Background: an optimization exercise with open tools, aiming at small area, a short achievable clock period and few clock cycles. Do not read the settings as production practice. No driver is modelled on the clock port, so clocking that relies on it looks cheaper here than on a real chip. Power figures rest on the tool's default switching activity, not on a simulated workload.

Setup of oak:
==> flow/design.v <==
module MF(
	clk,
	rst_n,
	invalid,
	image_in,
	outvalid,
	image_out
);
input				clk,rst_n,invalid;
input 		[7:0]	image_in;
output	reg 		outvalid;
output	reg [7:0]	image_out;
reg			act;
reg [3:0]	row;
reg [3:0]	col;
reg			hb, hv;		 
wire last = (row == 4'd11);
wire row1_next = act & ((row == 4'd0 & col == 4'd9) | (row == 4'd1 & col != 4'd9));
always @(posedge clk or negedge rst_n) begin
	if (!rst_n) begin
		act <= 1'b0; row <= 4'd0; col <= 4'd0;
	end else if (act & !last) begin
		col <= (col == 4'd9) ? 4'd0 : col + 4'd1;
		row <= (col == 4'd9) ? row + 4'd1 : row;
	end else if (invalid) begin
		act <= 1'b1; row <= 4'd0; col <= 4'd0;
	end else begin
		act <= 1'b0;
	end
end
always @(posedge clk or negedge rst_n) begin
	if (!rst_n) begin
		hb <= 1'b0; hv <= 1'b0;
	end else begin
		hb  <= (col <= 4'd1) | (row == 4'd1) | (row == 4'd10);
		hv  <= act & ((row >= 4'd2) | (row == 4'd1 & col != 4'd0));
	end
end
always @(posedge clk) outvalid <= hv;
function [1:0] cmp8;
	input [7:0] a, b;
	reg [7:0] g, l;
	reg [3:0] g1, l1;
	reg [1:0] g2, l2;
	integer k;
	begin
		g = a & ~b;
		l = ~a & b;
		for (k = 0; k < 4; k = k + 1) begin
			g1[k] = g[2*k+1] | (~l[2*k+1] & g[2*k]);
			l1[k] = l[2*k+1] | (~g[2*k+1] & l[2*k]);
		end
		for (k = 0; k < 2; k = k + 1) begin
			g2[k] = g1[2*k+1] | (~l1[2*k+1] & g1[2*k]);
			l2[k] = l1[2*k+1] | (~g1[2*k+1] & l1[2*k]);
		end
		cmp8 = {g2[1] | (~l2[1] & g2[0]), l2[1] | (~g2[1] & l2[0])};
	end
endfunction
function ge8;	 
	input [7:0] a, b;
	reg [1:0] r;
	begin r = cmp8(a, b); ge8 = ~r[0]; end
endfunction
function gt8;	 
	input [7:0] a, b;
	reg [1:0] r;
	begin r = cmp8(a, b); gt8 = r[1]; end
endfunction
reg [7:0]	in_r;
reg [7:0]	lb [1:20];
reg			ab, ac, bc;
integer i;
wire [7:0] a_d = invalid ? image_in : 8'd0;
wire [7:0] c_d = row1_next ? 8'd0 : lb[19];
always @(posedge clk) begin
	in_r <= a_d;
	lb[1] <= in_r;
	for (i = 2; i <= 19; i = i + 1) lb[i] <= lb[i-1];
	lb[20] <= c_d;
	ab <= invalid ? image_in >= lb[9] : lb[9] == 8'd0;
	ac <= row1_next | (invalid ? image_in >= lb[19] : lb[19] == 8'd0);
	bc <= row1_next | ge8(lb[9], lb[19]);
end
wire [7:0] a = in_r, b = lb[10], c = lb[20];
wire [7:0] vmax = (ab & ac) ? a : (!ab & bc) ? b : c;
wire [7:0] vmin = (!ab & !ac) ? a : (ab & !bc) ? b : c;
reg [7:0] x0, x1;	 
reg [7:0] n0, n1;	 
reg [7:0] xp, np;	 
reg       gx, gn;	 
reg       hx, hn;	 
wire       psx_d = gx | (col == 4'd1);	 
wire [7:0] px = psx_d ? x0 : x1;
wire       hx_d = gt8(vmax, px) & (col != 4'd0);	 
wire       psn_d = gn;
wire [7:0] pn = psn_d ? n0 : n1;
wire       hn_d = gt8(pn, vmin);
always @(posedge clk) begin
	x0 <= vmax; x1 <= x0; xp <= px;
	n0 <= vmin; n1 <= n0; np <= pn;
	gx <= ge8(vmax, x0); gn <= ge8(n0, vmin);
	hx <= hx_d; hn <= hn_d;
end
wire [7:0] mx = hx ? x0 : xp;
wire [7:0] mn = hb ? 8'd0 : hn ? n0 : np;
wire [8:0] sum = {1'b0, mx} + {1'b0, mn};
always @(posedge clk) image_out <= sum[8:1];
endmodule
==> flow/config.mk <==
export PLATFORM = sky130hd
export DESIGN_NAME = MF
export DESIGN_NICKNAME = MF
export VERILOG_FILES = /design/flow/design.v
export SDC_FILE = /design/flow/constraint.sdc
export NUM_CORES = 4
export LEC_CHECK = 0
export CAP_MARGIN = 20
export CORE_MARGIN = 2
export CORE_UTILIZATION = 65
export CTS_BUF_LIST = sky130_fd_sc_hd__clkbuf_16
export CTS_CLUSTER_DIAMETER = 80
export CTS_CLUSTER_SIZE = 30
export SLEW_MARGIN = 20
==> flow/constraint.sdc <==
create_clock -name core_clock -period 10.0 [get_ports {clk}]
set_input_delay 2.0000 -clock core_clock [delete_from_list [all_inputs] [get_ports {clk}]]
set_output_delay 2.0000 -clock core_clock [all_outputs]
set_load 0.01 [all_outputs]
standard.sh (not shown) runs the stock make flow with config.mk's settings and CLKGATE_MAP_FILE= SYNTH_SCRIPT=/design/flow/synth_recipe.tcl, a recipe that flattens the netlist after the stock synthesis.
==> flow/flow/run.sh <==
#!/bin/bash
set -euo pipefail
bash standard.sh SETUP_SLACK_MARGIN=7.2 finish > orfs_flow.log 2>&1
What birch does differently from oak at the input level:
==> flow/design.v <==
module MF(
	clk,
	rst_n,
	invalid,
	image_in,
	outvalid,
	image_out
);
input				clk,rst_n,invalid;
input 		[7:0]	image_in;
output	reg 		outvalid;
output	reg [7:0]	image_out;
reg			act;
reg [3:0]	row;
reg [3:0]	col;
reg			hb, hv;		 
wire last = (row == 4'd11);
wire row1_next = act & ((row == 4'd0 & col == 4'd9) | (row == 4'd1 & col != 4'd9));
always @(posedge clk or negedge rst_n) begin
	if (!rst_n) begin
		act <= 1'b0; row <= 4'd0; col <= 4'd0;
	end else if (act & !last) begin
		col <= (col == 4'd9) ? 4'd0 : col + 4'd1;
		row <= (col == 4'd9) ? row + 4'd1 : row;
	end else if (invalid) begin
		act <= 1'b1; row <= 4'd0; col <= 4'd0;
	end else begin
		act <= 1'b0;
	end
end
always @(posedge clk or negedge rst_n) begin
	if (!rst_n) begin
		hb <= 1'b0; hv <= 1'b0;
	end else begin
		hb  <= (col <= 4'd1) | (row == 4'd1) | (row == 4'd10);
		hv  <= act & ((row >= 4'd2) | (row == 4'd1 & col != 4'd0));
	end
end
always @(posedge clk) outvalid <= hv;
reg [7:0]	in_r;
reg [7:0]	lb [1:20];
reg			ab, ac, bc;
integer i;
wire [7:0] a_d = invalid ? image_in : 8'd0;
wire [7:0] c_d = row1_next ? 8'd0 : lb[19];
always @(posedge clk) begin
	in_r <= a_d;
	lb[1] <= in_r;
	for (i = 2; i <= 19; i = i + 1) lb[i] <= lb[i-1];
	lb[20] <= c_d;
	ab <= invalid ? image_in >= lb[9] : lb[9] == 8'd0;
	ac <= row1_next | (invalid ? image_in >= lb[19] : lb[19] == 8'd0);
	bc <= row1_next | lb[9] >= lb[19];
end
wire [7:0] a = in_r, b = lb[10], c = lb[20];
wire [7:0] vmax = (ab & ac) ? a : (!ab & bc) ? b : c;
wire [7:0] vmin = (!ab & !ac) ? a : (ab & !bc) ? b : c;
reg [7:0] x0, x1;	 
reg [7:0] n0, n1;	 
reg [7:0] xp, np;	 
reg       gx, gn;	 
reg       hx, hn;	 
wire       psx_d = gx | (col == 4'd1);	 
wire [7:0] px = psx_d ? x0 : x1;
wire       hx_d = (vmax > px) & (col != 4'd0);	 
wire       psn_d = gn;
wire [7:0] pn = psn_d ? n0 : n1;
wire       hn_d = (vmin < pn);
always @(posedge clk) begin
	x0 <= vmax; x1 <= x0; xp <= px;
	n0 <= vmin; n1 <= n0; np <= pn;
	gx <= vmax >= x0; gn <= vmin <= n0;
	hx <= hx_d; hn <= hn_d;
end
wire [7:0] mx = hx ? x0 : xp;
wire [7:0] mn = hb ? 8'd0 : hn ? n0 : np;
wire [8:0] sum = {1'b0, mx} + {1'b0, mn};
always @(posedge clk) image_out <= sum[8:1];
endmodule
Results
Hold slack: birch vs oak, no meaningful difference. The post-detailed-route wirelength per cell of birch is higher than that of oak. Total power in birch is 4.0% above oak. Relative to oak, fmax has increased by 12% in birch. birch contains more vias than oak. birch vs. oak: required time at the worst-slack endpoint went down by 2.35 ns. Diff oak -> birch | wire length of the first global-routing pass | increase of 6.6%. The power in sequential cells was comparable across oak and birch. As of birch, row count had risen by a few percent compared to oak. birch: met2 usage in global routing is 2.1 points higher than what oak reported. In the tables for oak and birch, minimum setup slack in the final design reads higher with birch. Delta (birch minus oak): flip-flop and latch count did not really move; die width rose by 2.3%.
No functional check of the RTL was part of any run of this note.

========
MF, a different RTL version from the one above (not shown whole).
For scale: ~800 cells after synthesis, about 7500 um2 of cells after synthesis.
==> module MF, before the edit <==
module MF(
	clk,
	rst_n,
	invalid,
	image_in,
	outvalid,
	image_out
);
input				clk,rst_n,invalid;
input 		[7:0]	image_in;
output	reg 		outvalid;
output	reg [7:0]	image_out;
reg			act;
reg [3:0]	row;
reg [3:0]	col;
reg			hb, hv;		 
wire last = (row == 4'd11);
wire row1_next = act & ((row == 4'd0 & col == 4'd9) | (row == 4'd1 & col != 4'd9));
always @(posedge clk or negedge rst_n) begin
	if (!rst_n) act <= 1'b0;
	else act <= (act & !last) | invalid;
end
always @(posedge clk) begin
	if (act & !last) begin
		col <= (col == 4'd9) ? 4'd0 : col + 4'd1;
		row <= (col == 4'd9) ? row + 4'd1 : row;
	end else begin
		row <= 4'd0; col <= 4'd0;
	end
end
always @(posedge clk or negedge rst_n) begin
	if (!rst_n) hv <= 1'b0;
	else hv <= act & ((row >= 4'd2) | (row == 4'd1 & col != 4'd0));
end
always @(posedge clk) hb <= (col <= 4'd1) | (row == 4'd1) | (row == 4'd10);
always @(posedge clk) outvalid <= hv;
function [1:0] cmp8;
	input [7:0] a, b;
	reg [7:0] g, l;
	reg [3:0] g1, l1;
	reg [1:0] g2, l2;
	integer k;
	begin
		g = a & ~b;
		l = ~a & b;
		for (k = 0; k < 4; k = k + 1) begin
			g1[k] = g[2*k+1] | (~l[2*k+1] & g[2*k]);
			l1[k] = l[2*k+1] | (~g[2*k+1] & l[2*k]);
		end
		for (k = 0; k < 2; k = k + 1) begin
			g2[k] = g1[2*k+1] | (~l1[2*k+1] & g1[2*k]);
			l2[k] = l1[2*k+1] | (~g1[2*k+1] & l1[2*k]);
		end
		cmp8 = {g2[1] | (~l2[1] & g2[0]), l2[1] | (~g2[1] & l2[0])};
	end
endfunction
function ge8;	 
	input [7:0] a, b;
	reg [1:0] r;
	begin r = cmp8(a, b); ge8 = ~r[0]; end
endfunction
function gt8;	 
	input [7:0] a, b;
	reg [1:0] r;
	begin r = cmp8(a, b); gt8 = r[1]; end
endfunction
reg [7:0]	in_r;
reg [7:0]	lb [1:20];
reg			ab, ac, bc;
integer i;
wire [7:0] a_d = invalid ? image_in : 8'd0;
wire [7:0] c_d = row1_next ? 8'd0 : lb[19];
always @(posedge clk) begin
	in_r <= a_d;
	lb[1] <= in_r;
	for (i = 2; i <= 19; i = i + 1) lb[i] <= lb[i-1];
	lb[20] <= c_d;
	ab <= invalid ? ge8(image_in, lb[9]) : lb[9] == 8'd0;
	ac <= row1_next | (invalid ? ge8(image_in, lb[19]) : lb[19] == 8'd0);
	bc <= row1_next | ge8(lb[9], lb[19]);
end
wire [7:0] a = in_r, b = lb[10], c = lb[20];
wire [7:0] vmax = (ab & ac) ? a : (!ab & bc) ? b : c;
wire [7:0] vmin = (!ab & !ac) ? a : (ab & !bc) ? b : c;
reg [7:0] x0, x1;	 
reg [7:0] n0, n1;	 
reg [7:0] xp, np;	 
reg       gx, gn;	 
reg       hx, hn;	 
wire       psx_d = gx | (col == 4'd1);	 
wire [7:0] px = psx_d ? x0 : x1;
wire       hx_d = gt8(vmax, px) & (col != 4'd0);	 
wire       psn_d = gn;
wire [7:0] pn = psn_d ? n0 : n1;
wire       hn_d = gt8(pn, vmin);
always @(posedge clk) begin
	x0 <= vmax; x1 <= x0; xp <= px;
	n0 <= vmin; n1 <= n0; np <= pn;
	gx <= ge8(vmax, x0); gn <= ge8(n0, vmin);
	hx <= hx_d; hn <= hn_d;
end
wire [7:0] mx = hx ? x0 : xp;
wire [7:0] mn = hb ? 8'd0 : hn ? n0 : np;
wire [8:0] sum = {1'b0, mx} + {1'b0, mn};
always @(posedge clk) image_out <= sum[8:1];
endmodule
export LEC_CHECK = 0
export ABC_AREA = 1
export CAP_MARGIN = 20
export CORE_MARGIN = 2
export CORE_UTILIZATION = 65
export CTS_BUF_LIST = sky130_fd_sc_hd__clkbuf_16
export CTS_CLUSTER_DIAMETER = 80
export CTS_CLUSTER_SIZE = 30
export SLEW_MARGIN = 20
create_clock -name core_clock -period 10.0 [get_ports {clk}]
==> flow/flow/run.sh <==
#!/bin/bash
set -euo pipefail
KNOBS="SETUP_SLACK_MARGIN=7.45"
bash standard.sh $KNOBS cts > orfs_flow_cts.log 2>&1
R=orfs/results/$FLOW_PLATFORM/MF/base
openroad -no_init -exit -threads "${NUM_CORES:-4}" flow/unroot.tcl > unroot.log 2>&1
bash standard.sh $KNOBS finish > orfs_flow_finish.log 2>&1
==> flow/flow/unroot.tcl <==
set odb orfs/results/$::env(FLOW_PLATFORM)/MF/base/4_cts.odb
read_db $odb
set block [ord::get_db_block]
set port_net [[$block findBTerm clk] getNet]
set roots {}
foreach it [$port_net getITerms] { lappend roots [$it getInst] }
if {[llength $roots] != 1} { puts "unroot: clock port drives [llength $roots] cells; left as is"; exit 0 }
set root [lindex $roots 0]
set master [[$root getMaster] getName]
if {![string match "sky130_fd_sc_hd__clkbuf_*" $master]} { puts "unroot: root is $master; left as is"; exit 0 }
set out_net ""
foreach it [$root getITerms] {
  if {[$it isOutputSignal]} { set out_net [$it getNet] }
}
set loads {}
foreach it [$out_net getITerms] {
  if {[$it getInst] ne $root} { lappend loads $it }
}
if {[llength $loads] > 4 || [llength [$out_net getBTerms]] > 0} { puts "unroot: root drives [llength $loads] pins; left as is"; exit 0 }
foreach it $loads { $it disconnect; $it connect $port_net }
puts "unroot: removed [$root getName] ($master); clock port now drives [llength $loads] buffers"
odb::dbInst_destroy $root
odb::dbNet_destroy $out_net
write_db $odb
Next try:
--- a/flow/design.v
+++ b/flow/design.v
@@ -13,27 +13,25 @@
 reg			act;
 reg [3:0]	row;
 reg [3:0]	col;
-reg			hb, hv;		 
 wire last = (row == 4'd11);
 wire row1_next = act & ((row == 4'd0 & col == 4'd9) | (row == 4'd1 & col != 4'd9));
 always @(posedge clk or negedge rst_n) begin
 	if (!rst_n) act <= 1'b0;
 	else act <= (act & !last) | invalid;
 end
+wire       step = act & !last;
+wire [3:0] col_n = step ? ((col == 4'd9) ? 4'd0 : col + 4'd1) : 4'd0;
+wire [3:0] row_n = step ? ((col == 4'd9) ? row + 4'd1 : row) : 4'd0;
+reg        c0, c1, border;
 always @(posedge clk) begin
-	if (act & !last) begin
-		col <= (col == 4'd9) ? 4'd0 : col + 4'd1;
-		row <= (col == 4'd9) ? row + 4'd1 : row;
-	end else begin
-		row <= 4'd0; col <= 4'd0;
-	end
+	col <= col_n;
+	row <= row_n;
+	c0 <= (col_n == 4'd0);
+	c1 <= (col_n == 4'd1);
+	border <= (col_n <= 4'd1) | (row_n == 4'd1) | (row_n == 4'd10);
 end
-always @(posedge clk or negedge rst_n) begin
-	if (!rst_n) hv <= 1'b0;
-	else hv <= act & ((row >= 4'd2) | (row == 4'd1 & col != 4'd0));
-end
-always @(posedge clk) hb <= (col <= 4'd1) | (row == 4'd1) | (row == 4'd10);
-always @(posedge clk) outvalid <= hv;
+wire valid = act & ((row >= 4'd2) | (row == 4'd1 & col != 4'd0));
+always @(posedge clk) outvalid <= valid;
 function [1:0] cmp8;
 	input [7:0] a, b;
 	reg [7:0] g, l;
@@ -82,25 +80,18 @@
 wire [7:0] a = in_r, b = lb[10], c = lb[20];
 wire [7:0] vmax = (ab & ac) ? a : (!ab & bc) ? b : c;
 wire [7:0] vmin = (!ab & !ac) ? a : (ab & !bc) ? b : c;
-reg [7:0] x0, x1;	 
-reg [7:0] n0, n1;	 
+reg [7:0] x0, n0;	 
 reg [7:0] xp, np;	 
-reg       gx, gn;	 
-reg       hx, hn;	 
-wire       psx_d = gx | (col == 4'd1);	 
-wire [7:0] px = psx_d ? x0 : x1;
-wire       hx_d = gt8(vmax, px) & (col != 4'd0);	 
-wire       psn_d = gn;
-wire [7:0] pn = psn_d ? n0 : n1;
-wire       hn_d = gt8(pn, vmin);
+wire       hx = gt8(vmax, xp) & !c0;	 
+wire       hn = gt8(np, vmin);
+wire       gx = ge8(vmax, x0) | c0;	 
+wire       gn = ge8(n0, vmin);
+wire [7:0] mx = hx ? vmax : xp;
+wire [7:0] mn = border ? 8'd0 : hn ? vmin : np;
+wire [8:0] sum = {1'b0, mx} + {1'b0, mn};
 always @(posedge clk) begin
-	x0 <= vmax; x1 <= x0; xp <= px;
-	n0 <= vmin; n1 <= n0; np <= pn;
-	gx <= ge8(vmax, x0); gn <= ge8(n0, vmin);
-	hx <= hx_d; hn <= hn_d;
+	x0 <= vmax; xp <= gx ? vmax : x0;
+	n0 <= vmin; np <= gn ? vmin : n0;
+	image_out <= sum[8:1];
 end
-wire [7:0] mx = hx ? x0 : xp;
-wire [7:0] mn = hb ? 8'd0 : hn ? n0 : np;
-wire [8:0] sum = {1'b0, mx} + {1'b0, mn};
-always @(posedge clk) image_out <= sum[8:1];
 endmodule
Effect: Setup slack degrades by 0.36 ns; sequential power is lower by about 10%; count of clock-buffer cells in the layout is lower by 2; critical path depth is higher by 21; core utilization is higher by 7.1 points; design area is higher by 3.8%; clock skew is lower by 0.011 ns.
No run of this note included a check of the RTL's function; only the layout flow was run.

re-timing with driven ports:
No port has a modelled driver above. Below, the same layouts with a new extraction and two added sets of constraints.
Step 1 assumes that a clkbuf_16 drives the clock port and a buf_2 every other input.
Step 2 times the ports against the registers' clock, not the clock port: input delays grow and output delays shrink by t, the midpoint of the rising clock arrivals with the driver on.
Three values: ideal, step 1, step 2; two values: the first two.
run	t, ns	slack for setup (ns)	clock arrival spread, ns
oak	0.499	6.747 / 6.748 / 6.249	0.027 / 0.026
birch	0.500	7.103 / 7.064 / 6.799	0.026 / 0.026
the first run of note 2	0.387	7.212 / 7.159 / 7.083	0.023 / 0.024
the second run of note 2	0.380	6.849 / 6.849 / 6.799	0.013 / 0.013
After both steps setup and hold are still met in every run listed. The setup slack of oak, which loses most, moves by +0.001 ns with the drivers and by -0.498 ns with both steps.
